From an optimization exercise on the open Yosys and OpenROAD flow, aimed at small area; shortcuts taken in it are not production practice. Only simulation tests tie the RTL to the original design; equivalence was not proved. The clock port is modelled as an ideal driver; clocking choices that lean on that would not hold on a real chip. Power figures rest on the tool's default switching activity, not on a simulated workload.

## run A
==> flow/design.v <==
module smoothing (clk, reset, data, smooth);
	input logic clk, reset;
	input logic [11:0] data;
	output logic [11:0] smooth;
	logic [1523:0] hist;
	logic [11:0] nold;
	logic [18:0] sum;
	assign smooth = sum[18:7];
	logic [6:0] lfsr;
	logic late;
	logic full_next;
	assign full_next = late & ~reset;
	logic [12:0] tc;
	logic [11:0] t;
	logic [12:0] rc;
	logic [11:0] lo;
	assign tc[0] = 1'b1;
	assign rc[0] = 1'b0;
	genvar g;
	generate
		for (g = 0; g < 12; g++) begin : sub
			assign t[g] = data[g] ^ nold[g] ^ tc[g];
			assign tc[g+1] = (data[g] & nold[g]) | (data[g] & tc[g]) | (nold[g] & tc[g]);
			assign lo[g] = sum[g] ^ t[g] ^ rc[g];
			assign rc[g+1] = (sum[g] & t[g]) | (sum[g] & rc[g]) | (t[g] & rc[g]);
		end
	endgenerate
	logic down;
	logic [7:0] uc;
	logic [6:0] hi;
	assign down = ~tc[12];
	assign uc[0] = rc[12];
	generate
		for (g = 0; g < 7; g++) begin : upd
			assign hi[g] = sum[12+g] ^ down ^ uc[g];
			assign uc[g+1] = (sum[12+g] & down) | (sum[12+g] & uc[g]) | (down & uc[g]);
		end
	endgenerate
	always_ff @(posedge clk) begin
		hist <= {hist[1511:0], data};
		nold <= ~(hist[1523:1512] & {12{full_next}});
		if (reset) begin
			lfsr <= 0;
			late <= 0;
			sum <= 0;
		end
		else begin
			lfsr <= {lfsr[5:0], ~(lfsr[6] ^ lfsr[5])};
			if (lfsr == 7'b1000000) late <= 1'b1;
			sum <= {hi, lo};
		end
	end
endmodule
clock: 20.0 ns
lec_check: 0
abc_area: 0
cap_margin: 20
core_margin: 2
core_utilization: 70
slew_margin: 20
standard.sh (not shown) runs the stock make flow with config.mk's settings and CLKGATE_MAP_FILE= SYNTH_SCRIPT=/design/flow/synth_recipe.tcl, a recipe that flattens the netlist after the stock synthesis.
==> flow/flow/run.sh <==
#!/bin/bash
# Standard layout, with the clock tree built from small buffers without dummy
# loads, its leaves adjusted to the clock-pin slew limit (post_cts.tcl), and
# smaller port buffers. Each make step's log is under orfs/logs; make's own
# output goes to make.log here.
set -euo pipefail
here=$(cd "$(dirname "$0")" && pwd)
export CTS_ARGS="-sink_clustering_enable -repair_clock_nets -dont_use_dummy_load -buf_list {sky130_fd_sc_hd__buf_4} -sink_clustering_size 14 -sink_clustering_max_diameter 40"
export POST_CTS_TCL="$here/post_cts.tcl"
export BUFFER_PORTS_ARGS="-buffer_cell sky130_fd_sc_hd__buf_1"
bash standard.sh > make.log 2>&1
==> flow/flow/post_cts.tcl <==
set limit 0.121
set down_limit 0.112
set sizes {sky130_fd_sc_hd__buf_1 sky130_fd_sc_hd__buf_2 sky130_fd_sc_hd__buf_4 sky130_fd_sc_hd__clkbuf_8 sky130_fd_sc_hd__clkbuf_16}
set block [ord::get_db_block]

proc net_sink_slew {net} {
  set worst 0
  foreach p [get_pins -of_objects $net -filter "direction==input"] {
    set s [get_property $p slew_max]
    if {$s > $worst} { set worst $s }
  }
  return $worst
}
proc leaf_nets {} {
  set r {}
  foreach n [[ord::get_db_block] getNets] {
    if {[string match "clknet_leaf*" [$n getName]]} { lappend r $n }
  }
  return $r
}
proc sinks_of {dbnet} {
  set r {}
  foreach it [$dbnet getITerms] { if {[$it isInputSignal]} { lappend r $it } }
  return $r
}
proc driver_inst {dbnet} {
  foreach it [$dbnet getITerms] { if {[$it isOutputSignal]} { return [$it getInst] } }
  return ""
}
proc inst_xy {inst} {
  set b [$inst getBBox]
  return [list [expr {([$b xMin] + [$b xMax]) / 2.0}] [expr {([$b yMin] + [$b yMax]) / 2.0}]]
}

set saved 0
foreach net [leaf_nets] {
  set inst [driver_inst $net]
  set master [[$inst getMaster] getName]
  set sinst [get_cells [$inst getName]]
  set area [expr {[[$inst getMaster] getWidth] * [[$inst getMaster] getHeight]}]
  foreach cand $sizes {
    set cm [[ord::get_db] findMaster $cand]
    if {[$cm getWidth] * [$cm getHeight] >= $area} break
    replace_cell $sinst $cand
    if {[net_sink_slew [get_nets [$net getName]]] <= $down_limit} {
      puts "post_cts: [$inst getName] $master -> $cand ([llength [sinks_of $net]] sinks)"
      incr saved
      break
    }
    replace_cell $sinst $master
  }
}
puts "post_cts: downsized $saved leaf clock buffers"

# Upsize each leaf buffer whose slew is over the limit to the smallest
# buffer that brings it under; legalize and repeat while that changes any.
set up_sizes {sky130_fd_sc_hd__buf_6 sky130_fd_sc_hd__buf_8 sky130_fd_sc_hd__buf_12 sky130_fd_sc_hd__clkbuf_16}
for {set pass 0} {$pass < 4} {incr pass} {
  detailed_placement
  estimate_parasitics -placement
  set upsized 0
  foreach net [leaf_nets] {
    set sn [get_nets [$net getName]]
    if {[net_sink_slew $sn] <= $limit} continue
    set inst [driver_inst $net]
    set master [[$inst getMaster] getName]
    set sinst [get_cells [$inst getName]]
    set area [expr {[[$inst getMaster] getWidth] * [[$inst getMaster] getHeight]}]
    set best $master
    foreach cand $up_sizes {
      set cm [[ord::get_db] findMaster $cand]
      if {[$cm getWidth] * [$cm getHeight] <= $area} continue
      replace_cell $sinst $cand
      set best $cand
      if {[net_sink_slew $sn] <= $limit} break
    }
    if {$best ne $master} { incr upsized }
  }
  puts "post_cts: pass $pass upsized $upsized leaf clock buffers"
  if {$upsized == 0} break
}
detailed_placement
detailed_placement
estimate_parasitics -placement
# Offload: while a leaf's worst clock-pin slew is over the limit, hand its
# flip-flop farthest from its buffer to the nearest other leaf buffer whose
# slew stays under the limit with it.
proc leaf_slew {name} { return [net_sink_slew [get_nets $name]] }
set moves 0
set fails 0
set over 1
while {$over && $moves < 400} {
  set over 0
  foreach n [leaf_nets] {
    set name [$n getName]
    if {[leaf_slew $name] <= $limit} continue
    set over 1
    lassign [inst_xy [driver_inst $n]] bx by
    set far ""; set fd -1
    foreach it [sinks_of $n] {
      lassign [inst_xy [$it getInst]] x y
      set d [expr {abs($x - $bx) + abs($y - $by)}]
      if {$d > $fd} { set fd $d; set far $it }
    }
    lassign [inst_xy [$far getInst]] x y
    set cands {}
    foreach n2 [leaf_nets] {
      if {[$n2 getName] eq $name} continue
      lassign [inst_xy [driver_inst $n2]] x2 y2
      lappend cands [list [expr {abs($x2 - $x) + abs($y2 - $y)}] [$n2 getName]]
    }
    set done 0
    foreach c [lrange [lsort -real -index 0 $cands] 0 3] {
      set t [lindex $c 1]
      $far disconnect
      $far connect [$block findNet $t]
      estimate_parasitics -placement
      if {[leaf_slew $t] <= $limit} { set done 1; incr moves; break }
      $far disconnect
      $far connect $n
    }
    if {!$done} { incr fails; estimate_parasitics -placement }
    if {$fails > 50} { set over 0; break }
  }
}
set worst 0
foreach n [leaf_nets] { set s [leaf_slew [$n getName]]; if {$s > $worst} { set worst $s } }
puts "post_cts: moved $moves flip-flops between leaves ($fails failed tries), worst slew [format %.3f $worst]"
check_placement -verbose
Run A | stages: all done | timing, DRC, antenna: all pass
## Diff of input files: run B against run A
- ABC_AREA now 1, was 0
diff --git a/flow/flow/run.sh b/flow/flow/run.sh
--- a/flow/flow/run.sh
+++ b/flow/flow/run.sh
@@ -7,3 +7,3 @@
 here=$(cd "$(dirname "$0")" && pwd)
-export CTS_ARGS="-sink_clustering_enable -repair_clock_nets -dont_use_dummy_load -buf_list {sky130_fd_sc_hd__buf_4} -sink_clustering_size 14 -sink_clustering_max_diameter 40"
+export CTS_ARGS="-sink_clustering_enable -repair_clock_nets -dont_use_dummy_load -buf_list {sky130_fd_sc_hd__buf_4} -sink_clustering_size 13 -sink_clustering_max_diameter 40"
 export POST_CTS_TCL="$here/post_cts.tcl"
### Flow results
Run B | status: complete | timing, DRC, antenna: pass
Looking only at length in cells of the worst reg-to-reg path, and setting everything else aside, the lower value of run B and run A goes to run A.
Going from run A to run B, met2 wire length rose by about 1%; final wirelength increased 360 microns.
Fmax: run B below run A
The inputs of run C differ from those of run B as listed below.
==> flow/flow/run.sh <==
#!/bin/bash
# Standard layout, with the clock tree built without dummy loads, its leaves
# adjusted to the clock-pin slew limit (post_cts.tcl), and smaller port
# buffers. Each make step's log is
# under orfs/logs; make's own output goes to make.log here.
set -euo pipefail
here=$(cd "$(dirname "$0")" && pwd)
export CTS_ARGS="-sink_clustering_enable -repair_clock_nets -dont_use_dummy_load -buf_list {sky130_fd_sc_hd__clkbuf_16} -sink_clustering_size 36 -sink_clustering_max_diameter 60"
export POST_CTS_TCL="$here/post_cts.tcl"
export BUFFER_PORTS_ARGS="-buffer_cell sky130_fd_sc_hd__buf_1"
bash standard.sh > make.log 2>&1
diff --git a/flow/flow/post_cts.tcl b/flow/flow/post_cts.tcl
--- a/flow/flow/post_cts.tcl
+++ b/flow/flow/post_cts.tcl
@@ -2,3 +2,3 @@
 set down_limit 0.112
-set sizes {sky130_fd_sc_hd__buf_1 sky130_fd_sc_hd__buf_2 sky130_fd_sc_hd__buf_4 sky130_fd_sc_hd__clkbuf_8 sky130_fd_sc_hd__clkbuf_16}
+set sizes {sky130_fd_sc_hd__clkbuf_2 sky130_fd_sc_hd__clkbuf_4 sky130_fd_sc_hd__clkbuf_8}
 set block [ord::get_db_block]
@@ -39,6 +39,3 @@
   set sinst [get_cells [$inst getName]]
-  set area [expr {[[$inst getMaster] getWidth] * [[$inst getMaster] getHeight]}]
   foreach cand $sizes {
-    set cm [[ord::get_db] findMaster $cand]
-    if {[$cm getWidth] * [$cm getHeight] >= $area} break
     replace_cell $sinst $cand
@@ -53,31 +50,2 @@
 puts "post_cts: downsized $saved leaf clock buffers"
-
-# Upsize each leaf buffer whose slew is over the limit to the smallest
-# buffer that brings it under; legalize and repeat while that changes any.
-set up_sizes {sky130_fd_sc_hd__buf_6 sky130_fd_sc_hd__buf_8 sky130_fd_sc_hd__buf_12 sky130_fd_sc_hd__clkbuf_16}
-for {set pass 0} {$pass < 4} {incr pass} {
-  detailed_placement
-  estimate_parasitics -placement
-  set upsized 0
-  foreach net [leaf_nets] {
-    set sn [get_nets [$net getName]]
-    if {[net_sink_slew $sn] <= $limit} continue
-    set inst [driver_inst $net]
-    set master [[$inst getMaster] getName]
-    set sinst [get_cells [$inst getName]]
-    set area [expr {[[$inst getMaster] getWidth] * [[$inst getMaster] getHeight]}]
-    set best $master
-    foreach cand $up_sizes {
-      set cm [[ord::get_db] findMaster $cand]
-      if {[$cm getWidth] * [$cm getHeight] <= $area} continue
-      replace_cell $sinst $cand
-      set best $cand
-      if {[net_sink_slew $sn] <= $limit} break
-    }
-    if {$best ne $master} { incr upsized }
-  }
-  puts "post_cts: pass $pass upsized $upsized leaf clock buffers"
-  if {$upsized == 0} break
-}
-detailed_placement
 detailed_placement
Notes after the runs:
- Est. power | run C vs run B | run C higher
- Diff run B -> run C: number of global-route vias before repair shows a reduction of 6.1%; wire length shows an increase of 5.9%; clock network fraction of design power shows an increase of 1.5 points; async set-or-reset flop fraction in the synthesized netlist shows no meaningful change; count of distinct cell types in the synthesized netlist shows no meaningful change.
- Lower worst hold margin was reported by run B, not run C.
- [compare] base=run B new=run C: final cell count saw a decrease; top achievable clock speed has decreased.

// smoothing: RTL as listed in full above, without the edits since
clock: 20.0 ns
lec_check: 0
abc_area: 0
cap_margin: 20
core_margin: 2
core_utilization: 74
slew_margin: 20
==> flow/flow/run.sh <==
#!/bin/bash
# Standard layout, with the clock tree built from small buffers without dummy
# loads, its leaves adjusted to the clock-pin slew limit (post_cts.tcl), and
# smaller port buffers. Each make step's log is under orfs/logs; make's own
# output goes to make.log here.
set -euo pipefail
here=$(cd "$(dirname "$0")" && pwd)
export CTS_ARGS="-sink_clustering_enable -repair_clock_nets -dont_use_dummy_load -buf_list {sky130_fd_sc_hd__buf_4} -sink_clustering_size 14 -sink_clustering_max_diameter 40"
export POST_CTS_TCL="$here/post_cts.tcl"
export BUFFER_PORTS_ARGS="-buffer_cell sky130_fd_sc_hd__buf_1"
bash standard.sh > make.log 2>&1
==> flow/flow/post_cts.tcl <==
set limit 0.121
set down_limit 0.112
set sizes {sky130_fd_sc_hd__buf_1 sky130_fd_sc_hd__buf_2 sky130_fd_sc_hd__buf_4 sky130_fd_sc_hd__clkbuf_8 sky130_fd_sc_hd__clkbuf_16}
set block [ord::get_db_block]

proc net_sink_slew {net} {
  set worst 0
  foreach p [get_pins -of_objects $net -filter "direction==input"] {
    set s [get_property $p slew_max]
    if {$s > $worst} { set worst $s }
  }
  return $worst
}
proc leaf_nets {} {
  set r {}
  foreach n [[ord::get_db_block] getNets] {
    if {[string match "clknet_leaf*" [$n getName]]} { lappend r $n }
  }
  return $r
}
proc sinks_of {dbnet} {
  set r {}
  foreach it [$dbnet getITerms] { if {[$it isInputSignal]} { lappend r $it } }
  return $r
}
proc driver_inst {dbnet} {
  foreach it [$dbnet getITerms] { if {[$it isOutputSignal]} { return [$it getInst] } }
  return ""
}
proc inst_xy {inst} {
  set b [$inst getBBox]
  return [list [expr {([$b xMin] + [$b xMax]) / 2.0}] [expr {([$b yMin] + [$b yMax]) / 2.0}]]
}

set saved 0
foreach net [leaf_nets] {
  set inst [driver_inst $net]
  set master [[$inst getMaster] getName]
  set sinst [get_cells [$inst getName]]
  set area [expr {[[$inst getMaster] getWidth] * [[$inst getMaster] getHeight]}]
  foreach cand $sizes {
    set cm [[ord::get_db] findMaster $cand]
    if {[$cm getWidth] * [$cm getHeight] >= $area} break
    replace_cell $sinst $cand
    if {[net_sink_slew [get_nets [$net getName]]] <= $down_limit} {
      puts "post_cts: [$inst getName] $master -> $cand ([llength [sinks_of $net]] sinks)"
      incr saved
      break
    }
    replace_cell $sinst $master
  }
}
puts "post_cts: downsized $saved leaf clock buffers"

# Upsize each leaf buffer whose slew is over the limit to the smallest
# buffer that brings it under; legalize and repeat while that changes any.
set up_sizes {sky130_fd_sc_hd__buf_6 sky130_fd_sc_hd__buf_8 sky130_fd_sc_hd__buf_12 sky130_fd_sc_hd__clkbuf_16}
for {set pass 0} {$pass < 4} {incr pass} {
  detailed_placement
  estimate_parasitics -placement
  set upsized 0
  foreach net [leaf_nets] {
    set sn [get_nets [$net getName]]
    if {[net_sink_slew $sn] <= $limit} continue
    set inst [driver_inst $net]
    set master [[$inst getMaster] getName]
    set sinst [get_cells [$inst getName]]
    set area [expr {[[$inst getMaster] getWidth] * [[$inst getMaster] getHeight]}]
    set best $master
    foreach cand $up_sizes {
      set cm [[ord::get_db] findMaster $cand]
      if {[$cm getWidth] * [$cm getHeight] <= $area} continue
      replace_cell $sinst $cand
      set best $cand
      if {[net_sink_slew $sn] <= $limit} break
    }
    if {$best ne $master} { incr upsized }
  }
  puts "post_cts: pass $pass upsized $upsized leaf clock buffers"
  if {$upsized == 0} break
}
detailed_placement
detailed_placement
estimate_parasitics -placement
# Offload: while a leaf's worst clock-pin slew is over the limit, hand its
# flip-flop farthest from its buffer to the nearest other leaf buffer whose
# slew stays under the limit with it.
proc leaf_slew {name} { return [net_sink_slew [get_nets $name]] }
set moves 0
set fails 0
set over 1
while {$over && $moves < 400} {
  set over 0
  foreach n [leaf_nets] {
    set name [$n getName]
    if {[leaf_slew $name] <= $limit} continue
    set over 1
    lassign [inst_xy [driver_inst $n]] bx by
    set far ""; set fd -1
    foreach it [sinks_of $n] {
      lassign [inst_xy [$it getInst]] x y
      set d [expr {abs($x - $bx) + abs($y - $by)}]
      if {$d > $fd} { set fd $d; set far $it }
    }
    lassign [inst_xy [$far getInst]] x y
    set cands {}
    foreach n2 [leaf_nets] {
      if {[$n2 getName] eq $name} continue
      lassign [inst_xy [driver_inst $n2]] x2 y2
      lappend cands [list [expr {abs($x2 - $x) + abs($y2 - $y)}] [$n2 getName]]
    }
    set done 0
    foreach c [lrange [lsort -real -index 0 $cands] 0 3] {
      set t [lindex $c 1]
      $far disconnect
      $far connect [$block findNet $t]
      estimate_parasitics -placement
      if {[leaf_slew $t] <= $limit} { set done 1; incr moves; break }
      $far disconnect
      $far connect $n
    }
    if {!$done} { incr fails; estimate_parasitics -placement }
    if {$fails > 50} { set over 0; break }
  }
}
set worst 0
foreach n [leaf_nets] { set s [leaf_slew [$n getName]]; if {$s > $worst} { set worst $s } }
puts "post_cts: moved $moves flip-flops between leaves ($fails failed tries), worst slew [format %.3f $worst]"
check_placement -verbose
Then changed:
==> flow/flow/run.sh (replaced) <==
#!/bin/bash
# Standard layout, with the clock tree built without dummy loads, its leaves
# adjusted to the clock-pin slew limit (post_cts.tcl), and smaller port
# buffers. Each make step's log is
# under orfs/logs; make's own output goes to make.log here.
set -euo pipefail
here=$(cd "$(dirname "$0")" && pwd)
export CTS_ARGS="-sink_clustering_enable -repair_clock_nets -dont_use_dummy_load -buf_list {sky130_fd_sc_hd__buf_4} -sink_clustering_size 13 -sink_clustering_max_diameter 40"
export POST_CTS_TCL="$here/post_cts.tcl"
export BUFFER_PORTS_ARGS="-buffer_cell sky130_fd_sc_hd__buf_1"
bash standard.sh > make.log 2>&1
--- a/flow/flow/post_cts.tcl
+++ b/flow/flow/post_cts.tcl
@@ -54,29 +53,0 @@
-
-# Upsize each leaf buffer whose slew is over the limit to the smallest
-# buffer that brings it under; legalize and repeat while that changes any.
-set up_sizes {sky130_fd_sc_hd__buf_6 sky130_fd_sc_hd__buf_8 sky130_fd_sc_hd__buf_12 sky130_fd_sc_hd__clkbuf_16}
-for {set pass 0} {$pass < 4} {incr pass} {
-  detailed_placement
-  estimate_parasitics -placement
-  set upsized 0
-  foreach net [leaf_nets] {
-    set sn [get_nets [$net getName]]
-    if {[net_sink_slew $sn] <= $limit} continue
-    set inst [driver_inst $net]
-    set master [[$inst getMaster] getName]
-    set sinst [get_cells [$inst getName]]
-    set area [expr {[[$inst getMaster] getWidth] * [[$inst getMaster] getHeight]}]
-    set best $master
-    foreach cand $up_sizes {
-      set cm [[ord::get_db] findMaster $cand]
-      if {[$cm getWidth] * [$cm getHeight] <= $area} continue
-      replace_cell $sinst $cand
-      set best $cand
-      if {[net_sink_slew $sn] <= $limit} break
-    }
-    if {$best ne $master} { incr upsized }
-  }
-  puts "post_cts: pass $pass upsized $upsized leaf clock buffers"
-  if {$upsized == 0} break
-}
-detailed_placement
--- a/flow/config.mk
+++ b/flow/config.mk
@@ -8 +8 @@
-export ABC_AREA = 0
+export ABC_AREA = 1
@@ -11 +11 @@
-export CORE_UTILIZATION = 74
+export CORE_UTILIZATION = 70
What happened:
- routed wire length decreases by 0.96%
- total power climbs by 0.58%
- final area stays flat
- utilization shrinks by 4.0 points
Then changed:
--- a/flow/flow/run.sh
+++ b/flow/flow/run.sh
@@ -8 +8 @@
-export CTS_ARGS="-sink_clustering_enable -repair_clock_nets -dont_use_dummy_load -buf_list {sky130_fd_sc_hd__buf_4} -sink_clustering_size 13 -sink_clustering_max_diameter 40"
+export CTS_ARGS="-sink_clustering_enable -repair_clock_nets -dont_use_dummy_load -buf_list {sky130_fd_sc_hd__clkbuf_16} -sink_clustering_size 36 -sink_clustering_max_diameter 60"
--- a/flow/flow/post_cts.tcl
+++ b/flow/flow/post_cts.tcl
@@ -3 +3 @@
-set sizes {sky130_fd_sc_hd__buf_1 sky130_fd_sc_hd__buf_2 sky130_fd_sc_hd__buf_4 sky130_fd_sc_hd__clkbuf_8 sky130_fd_sc_hd__clkbuf_16}
+set sizes {sky130_fd_sc_hd__clkbuf_2 sky130_fd_sc_hd__clkbuf_4 sky130_fd_sc_hd__clkbuf_8}
@@ -40 +39,0 @@
-  set area [expr {[[$inst getMaster] getWidth] * [[$inst getMaster] getHeight]}]
@@ -42,2 +40,0 @@
-    set cm [[ord::get_db] findMaster $cand]
-    if {[$cm getWidth] * [$cm getHeight] >= $area} break
--- a/flow/config.mk
+++ b/flow/config.mk
@@ -8 +8 @@
-export ABC_AREA = 1
+export ABC_AREA = 0
Wire length is higher by 6.4%.
Global-route usage is higher by 0.16 points.
Die area is about the same.
Via count is lower by 5.8%.
Power is higher by 2.4%.

[re-timing with driven ports]
How much do the figures lean on ideal ports? The routed layouts below were timed once more, with nothing changed but the port constraints. Step 1: set_driving_cell puts a clkbuf_16 on clk and a buf_2 on each other input, an assumption about the parent block. Step 2 times the ports against the registers' clock, not the clock port: input delays grow and output delays shrink by t, the midpoint of the rising clock arrivals with the driver on. Three values: ideal, step 1, step 2; two values: the first two.
run | t (ns) | setup WS [ns] | worst setup path after step 2 | worst register clock-pin slew, ns
run A | 0.852 | 8.803 / 8.827 / 7.975 | input to register | 0.12 / 0.12
run B | 0.828 | 8.673 / 8.698 / 7.870 | input to register | 0.11 / 0.11
run C | 0.667 | 8.486 / 8.518 / 7.851 | input to register | 0.12 / 0.12
the first run of note 2 | 0.850 | 8.615 / 8.621 / 7.771 | input to register | 0.12 / 0.12
the second run of note 2 | 0.828 | 8.673 / 8.698 / 7.870 | input to register | 0.11 / 0.11
the third run of note 2 | 0.657 | 8.550 / 8.583 / 7.925 | input to register | 0.12 / 0.12
After both steps setup and hold are still met in every run listed. The setup slack of the first run of note 2, which loses most, moves by +0.006 ns with the drivers and by -0.844 ns with both steps.
